This design comes from an exercise in tuning for small area on the open sky130 flow, not from production work.

==> flow/design.v <==
module fa(input a, input b, input c, output s, output co);
   assign s = a ^ b ^ c;
   assign co = (a & b) | (a & c) | (b & c);
endmodule
module rca24(input [23:0] a, input [23:0] b, input ci, output [23:0] s);
   wire [24:0] c;
   assign c[0] = ci;
   genvar i;
   generate
      for (i = 0; i < 24; i = i + 1) begin : bit_
         fa f(a[i], b[i], c[i], s[i], c[i+1]);
      end
   endgenerate
endmodule
module inv1(input a, output y);
   assign y = ~a;
endmodule
module maj(input a, input b, input c, output y);
   assign y = (a & b) | (a & c) | (b & c);
endmodule
module flipbit(input w, input p, input u, output o, output pn);
   assign o = w ^ (u & p);
   assign pn = p & w;
endmodule
module ha(input a, input b, output s, output co);
   assign s = a ^ b;
   assign co = a & b;
endmodule
module cla4(input [3:0] a, input [3:0] b, input ci, output c4);
   wire [3:0] g = a & b;
   wire [3:0] t = a | b;
   assign c4 = g[3] | (t[3] & g[2]) | (t[3] & t[2] & g[1])
             | (t[3] & t[2] & t[1] & g[0]) | (t[3] & t[2] & t[1] & t[0] & ci);
endmodule
module rca24l(input [23:0] a, input [23:0] b, input ci, output [23:0] s);
   wire [24:0] c;
   wire unused;
   assign c[0] = ci;
   cla4 l(a[3:0], b[3:0], ci, c[4]);
   genvar i;
   generate
      for (i = 0; i < 3; i = i + 1) begin : lo_
         fa f(a[i], b[i], c[i], s[i], c[i+1]);
      end
      fa f3(a[3], b[3], c[3], s[3], unused);
      for (i = 4; i < 24; i = i + 1) begin : bit_
         fa f(a[i], b[i], c[i], s[i], c[i+1]);
      end
   endgenerate
endmodule
module rca24z(input [23:0] a, input [23:0] b, output [23:0] s);
   wire [24:0] c;
   ha h0(a[0], b[0], s[0], c[1]);
   genvar i;
   generate
      for (i = 1; i < 24; i = i + 1) begin : bit_
         fa f(a[i], b[i], c[i], s[i], c[i+1]);
      end
   endgenerate
endmodule
module rca24hl(input [19:0] a, input [23:0] b, input ci, output [23:0] s);
   wire [24:0] c;
   wire unused;
   assign c[0] = ci;
   cla4 l(a[3:0], b[3:0], ci, c[4]);
   genvar i;
   generate
      for (i = 0; i < 3; i = i + 1) begin : lo_
         fa f(a[i], b[i], c[i], s[i], c[i+1]);
      end
      fa f3(a[3], b[3], c[3], s[3], unused);
      for (i = 4; i < 20; i = i + 1) begin : bit_
         fa f(a[i], b[i], c[i], s[i], c[i+1]);
      end
      for (i = 20; i < 24; i = i + 1) begin : top_
         ha h(b[i], c[i], s[i], c[i+1]);
      end
   endgenerate
endmodule
module rca24h(input [19:0] a, input [23:0] b, input ci, output [23:0] s);
   wire [24:0] c;
   assign c[0] = ci;
   genvar i;
   generate
      for (i = 0; i < 20; i = i + 1) begin : bit_
         fa f(a[i], b[i], c[i], s[i], c[i+1]);
      end
      for (i = 20; i < 24; i = i + 1) begin : top_
         ha h(b[i], c[i], s[i], c[i+1]);
      end
   endgenerate
endmodule
module rca24o(input [23:0] a, input [19:0] b, input ci, output [23:0] s);
   wire [24:0] c;
   assign c[0] = ci;
   genvar i;
   generate
      for (i = 0; i < 20; i = i + 1) begin : bit_
         fa f(a[i], b[i], c[i], s[i], c[i+1]);
      end
      for (i = 20; i < 24; i = i + 1) begin : top_
         fa f(a[i], 1'b1, c[i], s[i], c[i+1]);
      end
   endgenerate
endmodule
module rnd(input [23:0] w, input c, output v);
   wire lo15 = &w[3:0];
   wire lo0 = ~|w[3:0];
   wire s = w[23] ^ (c & (&w[22:0]));           
   wire nz = ~((lo0 & ~c) | (lo15 & c));         
   assign v = (c & lo15) | (~s & nz);
endmodule
module blink(input signed [23:0] ins, output signed [23:0] outs,
             output signed [23:0] peak_out, output valid_out,
             input clk, input rst);
   reg [23:0] h1, a2n, z3n, z4n, qqn;
   reg r1d, ud;
   wire b1 = ~r1d;
   function [23:0] sh;
      input [23:0] x;
      sh = {{4{x[23]}}, x[23:4]};
   endfunction
   wire [23:0] a2 = ~a2n;
   wire [23:0] z3 = ~z3n;
   wire [23:0] z4 = ~z4n;
   wire [23:0] qq = ~qqn;
   wire [23:0] g2;
   rca24o a_g2(a2, {a2[23], a2n[22:4]}, r1d, g2);
   wire v3, v4;
   rnd n_3(z3, ud, v3);
   rnd n_4(z4, ud, v4);
   wire [23:0] g3;
   rca24o a_g3(z3, {z3[23], z3n[22:4]}, ud, g3);
   wire rq = ~qq[23] & (|qq[3:0]);
   wire [23:0] gq;
   rca24 a_gq(qq, sh(qqn), ~rq, gq);
   wire [23:0] y1;
   rca24l a_y1(ins, h1, b1, y1);
   wire r1 = ~y1[23] & (|y1[3:0]);
   wire [23:0] m1n;
   wire [23:0] y1n = ~y1;
   rca24 a_m1(y1n, sh(y1), 1'b1, m1n);
   wire [23:0] a;
   rca24h a_a({y1n[23], y1[22:4]}, g2, ~ud, a);
   wire u;
   rnd n_2(a, r1, u);
   wire [23:0] z;
   rca24h a_z({~a[23], a[22:4]}, g3, ~v3, z);
   wire [23:0] t;
   rca24 a_t(z, sh(z4n), ~v4, t);
   wire [23:0] z4x;
   rca24 a_z4(t, z4, ud, z4x);
   wire [23:0] w;
   rca24z a_w(t, gq, w);
   wire [24:0] all1;
   wire [23:0] o;
   assign all1[0] = u;
   genvar j;
   generate
      for (j = 0; j < 24; j = j + 1) begin : inc_
         ha h(w[j], all1[j], o[j], all1[j+1]);
      end
   endgenerate
   assign outs = o;
   wire rstn;
   inv1 i_rstn(rst, rstn);
   always @(posedge clk) begin
      if (rst) begin
         r1d <= 1'b0; ud <= 1'b0;
      end else begin
         r1d <= r1; ud <= u;
      end
   end
   always @(posedge clk) begin
      if (~rstn) begin
         h1 <= 24'hffffff;
         a2n <= 24'hffffff; z3n <= 24'hffffff; z4n <= 24'hffffff;
         qqn <= 24'hffffff;
      end else begin
         h1 <= ~m1n;
         a2n <= ~a; z3n <= ~z; z4n <= ~z4x;
         qqn <= ~o;
      end
   end
   reg sd, vdn;
   reg [23:0] pkn;
   wire signed [23:0] qs = qq;
   wire below = qs < 24'sd500;
   wire [24:1] gc;
   assign gc[1] = qq[0] & pkn[0];
   genvar m;
   generate
      for (m = 1; m < 24; m = m + 1) begin : cmp_
         if (m == 23)
            maj c(~qq[m], ~pkn[m], gc[m], gc[m+1]);
         else
            maj c(qq[m], pkn[m], gc[m], gc[m+1]);
      end
   endgenerate
   wire load = ~below & (~sd | gc[24]);
   always @(posedge clk) begin
      if (rst) begin
         sd <= 1'b0; vdn <= 1'b1;
      end else begin
         sd <= ~below;
         vdn <= ~(sd & below);
      end
   end
   always @(posedge clk)
      if (load) pkn <= qqn;
   assign peak_out = ~(pkn | {24{vdn}});
   assign valid_out = ~vdn;
endmodule
clock: 25.0 ns
lec_check: 0
cap_margin: 20
core_margin: 2
core_utilization: 70
cts_buf_list: sky130_fd_sc_hd__clkbuf_8
cts_cluster_diameter: 200
cts_cluster_size: 40
gpl_timing_driven: 0
slew_margin: 20
synth_hierarchical: 1
synth_minimum_keep_size: 0
standard.sh (not shown) runs the stock make flow with config.mk's settings and CLKGATE_MAP_FILE= SYNTH_SCRIPT=/design/flow/synth_recipe.tcl, a recipe that flattens the netlist after the stock synthesis.
==> flow/flow/run.sh <==
#!/bin/bash
# The standard layout (standard.sh, with the standard synthesis), with three
# changes to how it is made:
#  - every port still gets a buffer, but the smallest one (buf_1) instead of
#    the delay buffer buffer_ports picks by itself;
#  - clock tree synthesis adds no dummy loads to balance the tree;
#  - setup repair only resizes gates and swaps pins (no new buffers).
# ORFS's full output goes to standard.log here; each step's own log is kept
# under orfs/logs/.
set -euo pipefail
export BUFFER_PORTS_ARGS="-buffer_cell sky130_fd_sc_hd__buf_1"
export CTS_ARGS="-sink_clustering_enable -repair_clock_nets -dont_use_dummy_load -buf_list sky130_fd_sc_hd__clkbuf_8 -sink_clustering_size 40 -sink_clustering_max_diameter 200"
export SETUP_MOVE_SEQUENCE="unbuffer,sizeup,swap"
bash standard.sh > standard.log 2>&1
Next try:
--- a/flow/design.v
+++ b/flow/design.v
@@ -42,20 +42,10 @@
       for (i = 0; i < 3; i = i + 1) begin : lo_
          fa f(a[i], b[i], c[i], s[i], c[i+1]);
       end
       fa f3(a[3], b[3], c[3], s[3], unused);
       for (i = 4; i < 24; i = i + 1) begin : bit_
-         fa f(a[i], b[i], c[i], s[i], c[i+1]);
-      end
-   endgenerate
-endmodule
-module rca24z(input [23:0] a, input [23:0] b, output [23:0] s);
-   wire [24:0] c;
-   ha h0(a[0], b[0], s[0], c[1]);
-   genvar i;
-   generate
-      for (i = 1; i < 24; i = i + 1) begin : bit_
          fa f(a[i], b[i], c[i], s[i], c[i+1]);
       end
    endgenerate
 endmodule
 module rca24hl(input [19:0] a, input [23:0] b, input ci, output [23:0] s);
@@ -139,28 +129,28 @@
    wire r1 = ~y1[23] & (|y1[3:0]);
    wire [23:0] m1n;
    wire [23:0] y1n = ~y1;
    rca24 a_m1(y1n, sh(y1), 1'b1, m1n);
    wire [23:0] a;
-   rca24h a_a({y1n[23], y1[22:4]}, g2, ~ud, a);
+   rca24hl a_a({y1n[23], y1[22:4]}, g2, ~ud, a);
    wire u;
    rnd n_2(a, r1, u);
    wire [23:0] z;
    rca24h a_z({~a[23], a[22:4]}, g3, ~v3, z);
    wire [23:0] t;
    rca24 a_t(z, sh(z4n), ~v4, t);
    wire [23:0] z4x;
    rca24 a_z4(t, z4, ud, z4x);
    wire [23:0] w;
-   rca24z a_w(t, gq, w);
+   rca24 a_w(t, gq, 1'b0, w);
    wire [24:0] all1;
    wire [23:0] o;
-   assign all1[0] = u;
+   assign all1[0] = 1'b1;
    genvar j;
    generate
       for (j = 0; j < 24; j = j + 1) begin : inc_
-         ha h(w[j], all1[j], o[j], all1[j+1]);
+         flipbit fb(w[j], all1[j], u, o[j], all1[j+1]);
       end
    endgenerate
    assign outs = o;
    wire rstn;
    inv1 i_rstn(rst, rstn);
@@ -184,15 +174,15 @@
    end
    reg sd, vdn;
    reg [23:0] pkn;
    wire signed [23:0] qs = qq;
    wire below = qs < 24'sd500;
-   wire [24:1] gc;
-   assign gc[1] = qq[0] & pkn[0];
+   wire [24:0] gc;
+   assign gc[0] = 1'b0;
    genvar m;
    generate
-      for (m = 1; m < 24; m = m + 1) begin : cmp_
+      for (m = 0; m < 24; m = m + 1) begin : cmp_
          if (m == 23)
             maj c(~qq[m], ~pkn[m], gc[m], gc[m+1]);
          else
             maj c(qq[m], pkn[m], gc[m], gc[m+1]);
       end
After rerunning: Non-clock buffer count came out higher by 1; cell count came out higher by about 5.6%; utilization came out higher by 0.60 points; design area came out higher by 2.0%; worst setup slack got worse by 0.029 ns.
No run of this note included a check of the RTL's function; only the layout flow was run.

-- what the ideal ports hide --
Ports are ideal in the flow. The routed layouts listed here were re-timed in OpenROAD.
Step 1, drivers: a clkbuf_16 drives clk and a buf_2 each remaining input, both assumed.
Step 2 times the ports against the registers' clock, not the clock port: input delays grow and output delays shrink by t, the midpoint of the rising clock arrivals with the driver on.
a / b / c = ideal / step 1 / step 2; a / b = the first two.
| run | shift t [ns] | setup WS [ns] | worst hold slack (ns) | latest minus earliest clock arrival (ns) | worst slew at a driven data input, ns |
|---|---|---|---|---|---|
| the first run | 0.471 | 0.501 / 0.480 / 0.480 | 0.442 / 0.442 / 0.442 | 0.022 / 0.023 | 0.03 |
| the second run | 0.492 | 0.472 / 0.453 / 0.453 | 0.451 / 0.451 / 0.451 | 0.021 / 0.021 | 0.03 |
After both steps setup and hold are still met in every run listed. The setup slack of the first run, which loses most, moves by -0.021 ns with the drivers and by -0.021 ns with both steps.
